What follows belongs to an exercise in optimizing a design on an open flow for small area; a production flow would make more cautious choices.
The RTL was checked by simulation tests, not by an equivalence proof against the original design.
Power and IR drop assume default switching activity.

== run A ==
Design top_module, start of the top module:
module top_module (
  in_clk, in_restart,
  in_inserted_5, in_inserted_1, in_inserted_05, in_inserted_025,
  in_sel_a, in_sel_b, in_sel_c, in_sel_d,
  in_next, in_finish,
  out_change,
  out_stock_a, out_stock_b, out_stock_c, out_stock_d,
  out_csel_a, out_csel_b, out_csel_c, out_csel_d,
  out_change_1, out_change_05, out_change_025,
  out_spit_a, out_spit_b, out_spit_c, out_spit_d,
  out_state, out_sol_ok
);
==> flow/config.mk <==
export PLATFORM = sky130hd
export DESIGN_NAME = top_module
export DESIGN_NICKNAME = top_module
export VERILOG_FILES = /design/flow/design.v
export SDC_FILE = /design/flow/constraint.sdc
export NUM_CORES = 4
export LEC_CHECK = 0
export CAP_MARGIN = 20
export CORE_MARGIN = 2
export CORE_UTILIZATION = 60
export SLEW_MARGIN = 20
==> flow/constraint.sdc <==
create_clock -name core_clock -period 10.0 [get_ports {in_clk}]
set_input_delay 2.0000 -clock core_clock [delete_from_list [all_inputs] [get_ports {in_clk}]]
set_output_delay 2.0000 -clock core_clock [all_outputs]
set_load 0.01 [all_outputs]
standard.sh (not shown) runs the stock make flow with config.mk's settings and CLKGATE_MAP_FILE= SYNTH_SCRIPT=/design/flow/synth_recipe.tcl, a recipe that flattens the netlist after the stock synthesis.
==> flow/flow/run.sh <==
#!/bin/bash
# Own layout flow: the standard ORFS flow (standard.sh) with
#  - synthesis: the standard flow's script, but ABC maps with the area script in
#    flow/area.abc and Yosys's adder cells are not used (ADDER_MAP_FILE empty),
#    so ABC optimises the arithmetic too; registers are unchanged;
#  - port buffers of type buf_1;
#  - a clock tree of small clock buffers, without dummy loads.
set -euo pipefail
W=$PWD
{
  echo 'proc abc {args} {'
  echo '  set i [lsearch -exact $args -script]'
  echo '  if {$i >= 0} { lset args [expr {$i + 1}] $::env(AREA_ABC_SCRIPT) }'
  echo '  yosys abc {*}$args'
  echo '}'
  cat "$W/synth_recipe.tcl"
} > "$W/area_synth.tcl"
sed -e "s|SYNTH_SCRIPT=[^ ]*|SYNTH_SCRIPT=$W/area_synth.tcl ADDER_MAP_FILE=|" "$W/standard.sh" > "$W/area_standard.sh"
grep -q "area_synth.tcl ADDER_MAP_FILE=" "$W/area_standard.sh"
export AREA_ABC_SCRIPT="$W/flow/area.abc"
export BUFFER_PORTS_ARGS="-buffer_cell sky130_fd_sc_hd__buf_1"
export CTS_ARGS="-sink_clustering_enable -repair_clock_nets -buf_list sky130_fd_sc_hd__clkbuf_8 -dont_use_dummy_load"
bash "$W/area_standard.sh" > "$W/flow.log" 2>&1
==> flow/flow/area.abc <==
strash
&get -n
&deepsyn -T 20
&put
dch -f
&get -n
&nf -R 1000
&put
topo
Having completed the whole flow, run A delivered a layout that passed the timing, design-rule and antenna checks.
Changes in run B relative to run A:
- CORE_UTILIZATION changed from 60 to 75
-- flow/flow/run.sh --
<<< run A, line 21
export BUFFER_PORTS_ARGS="-buffer_cell sky130_fd_sc_hd__buf_1"
export CTS_ARGS="-sink_clustering_enable -repair_clock_nets -buf_list sky130_fd_sc_hd__clkbuf_8 -dont_use_dummy_load"
bash "$W/area_standard.sh" > "$W/flow.log" 2>&1
>>> run B, line 21
export BUFFER_PORTS_ARGS="-buffer_cell sky130_fd_sc_hd__buf_1"
export CTS_ARGS="-sink_clustering_enable -repair_clock_nets -buf_list sky130_fd_sc_hd__clkbuf_4 -dont_use_dummy_load"
bash "$W/area_standard.sh" > "$W/flow.log" 2>&1
==> run notes <==
Row leakage power total: run B lower / run A higher. [compare] base=run A new=run B: signed area change from the synthesized netlist to the final layout now sits lower, core occupancy in the finished layout higher.
## Diff of input files: run C against run B
- ABC_AREA newly set to 1
- CORE_UTILIZATION changed from 75 to 40
- CTS_BUF_LIST newly set to sky130_fd_sc_hd__clkbuf_8
==> flow/run.sh (new file) <==
#!/bin/bash
# synth_recipe.tcl (not shown) runs the flow's synth.tcl, then flattens the netlist and writes it again
# the make line also repeats each setting of config.mk as NAME=value (left out here)
make -C /OpenROAD-flow-scripts/flow DESIGN_CONFIG=/design/flow/config.mk WORK_HOME=/design/flow/orfs CLKGATE_MAP_FILE= SYNTH_SCRIPT=/design/flow/synth_recipe.tcl finish
removed: flow/flow/run.sh
removed: flow/flow/area.abc
removed: flow/standard.sh
Results
Share of total power in the clock network delta for run C relative to run B: 5.5 points higher. In run C the vertical extent of the die turned out about 50% higher than in run B. As of run C, via count had risen by more than 10% compared to run B. The higher wire length on met1 of run C and run B is in run C.

## willow
top_module, a different RTL version from the one above (not shown whole).
Size in the first run: about 420 cells after synthesis, ~66 flip-flops, roughly 53 I/O pins.
clock: 10.0 ns
lec_check: 0
cap_margin: 20
core_margin: 2
core_utilization: 75
slew_margin: 20
==> flow/flow/run.sh <==
#!/bin/bash
# Own layout flow: the standard ORFS flow (standard.sh) with
#  - synthesis: the standard flow's script, but ABC maps with the area script in
#    flow/area.abc and Yosys's adder cells are not used (ADDER_MAP_FILE empty),
#    so ABC optimises the arithmetic too; registers are unchanged;
#  - port buffers of type buf_1;
#  - a clock tree of small clock buffers, without dummy loads.
set -euo pipefail
W=$PWD
{
  echo 'proc abc {args} {'
  echo '  set i [lsearch -exact $args -script]'
  echo '  if {$i >= 0} { lset args [expr {$i + 1}] $::env(AREA_ABC_SCRIPT) }'
  echo '  yosys abc {*}$args'
  echo '}'
  cat "$W/synth_recipe.tcl"
} > "$W/area_synth.tcl"
sed -e "s|SYNTH_SCRIPT=[^ ]*|SYNTH_SCRIPT=$W/area_synth.tcl ADDER_MAP_FILE=|" "$W/standard.sh" > "$W/area_standard.sh"
grep -q "area_synth.tcl ADDER_MAP_FILE=" "$W/area_standard.sh"
export AREA_ABC_SCRIPT="$W/flow/area.abc"
export BUFFER_PORTS_ARGS="-buffer_cell sky130_fd_sc_hd__buf_1"
export CTS_ARGS="-sink_clustering_enable -repair_clock_nets -buf_list sky130_fd_sc_hd__clkbuf_4 -dont_use_dummy_load"
bash "$W/area_standard.sh" > "$W/flow.log" 2>&1
==> flow/flow/area.abc <==
strash
&get -n
&deepsyn -T 60
&put
dch -f
&get -n
&nf -R 1000
&put
topo
willow: no failed stages, no open violations at the end
> inputs changed (willow -> amber)
Settings: CORE_UTILIZATION now 85, was 75.
--- outcome ---
- amber never completed; the flow aborted with a tool error in global placement without I/O.
- Changes observed in amber relative to willow: initial standard-cell utilization of the core rose 12 points; synthesized cell count about even; post-synthesis cell type count about even.
- ~same synthesized-area fraction occupied by adder cells in amber and willow
- Diff willow..amber | sequential share of the synthesized area | unchanged
- What willow reported for die outline width has to be multiplied by 0.943 to get the figure for amber.
- willow -> amber: area fraction in compound gates after synthesis delta 0, exact match
- Compared with willow, amber shows vertical die dimension lower by 4.2 um.
- Floorplan row count, amber vs willow: down by a little under 10%
- willow -> amber: net count after synthesis delta 0, exact match
diff inputs: amber => cedar
Settings: changing CORE_UTILIZATION from 85 to 75.
==> flow/flow/area.abc <==
strash
&get -n
&deepsyn -T 30
&dch -f
&nf -R 2000
&st
&dch -f
&nf -R 2000
&put
topo
--- outcome ---
Re async set or reset register ratio after synthesis: no difference whatsoever between amber and cedar. Synthesized area per cell (higher): amber. On cedar: effective utilization at floorplan is 13 points lower than what amber gave. In cedar relative to amber, height of the die had gone up by a few percent. cedar finished every stage and its layout cleared the timing, design-rule and antenna checks. Sort cedar and amber by width of the chip, ascending, and amber comes first. Per the comparison of cedar with amber, fraction of the mapped netlist area in compound gates -0.66 points; sequential-to-total area share from yosys stat increased by 0.56 points relative to the old numbers; netlist area before placement decreased by about 1.3% relative to the old numbers; number of cell rows went up.
## Diff of input files: xenon against cedar
Settings: GPL_TIMING_DRIVEN newly set to 0.
==> flow/flow/area.abc <==
strash
&get -n
&deepsyn -T 60
&put
dch -f
&get -n
&nf -R 1000
&put
topo
==> run notes <==
Compared with cedar, xenon is the less power-hungry design. Changes observed in xenon relative to cedar: wire length after detailed routing shrank by 6.1%, total met2 wirelength after detailed routing saw a decrease, final non-filler cell total about even. Diff cedar -> xenon: met2 track demand over resource in global routing moved up, timing-limited maximum frequency moved down, count of inverters not on the clock network in the layout moved up, sequential power level, netlist area before placement moved up. Sort xenon and cedar by cell area after layout asc -> top: cedar.

[re-timing with driven ports]
No port has a modelled driver above. Below, the same layouts with a new extraction and two added sets of constraints.
Step 1, drivers: a clkbuf_16 drives in_clk and a buf_2 each remaining input, both assumed.
Step 2, shift: input delay + t, output delay - t, t = (earliest + latest rising clock arrival at the registers) / 2. This alone moves slack from input paths to output paths.
a / b / c = ideal / step 1 / step 2; a / b = the first two.
run	t, ns	slack for setup (ns)	worst register clock-pin slew, ns	worst slew at a driven data input, ns
run A	0.361	1.686 / 1.686 / 1.686	0.07 / 0.07	0.04
run B	0.435	1.766 / 1.766 / 1.766	0.10 / 0.10	0.04
run C	0.381	2.673 / 2.638 / 3.019	0.08 / 0.08	0.04
willow	0.430	1.629 / 1.629 / 1.629	0.11 / 0.11	0.04
cedar	0.435	1.548 / 1.548 / 1.548	0.11 / 0.11	0.03
xenon	0.413	1.224 / 1.224 / 1.224	0.10 / 0.10	0.04
After both steps every run listed still meets setup and hold.
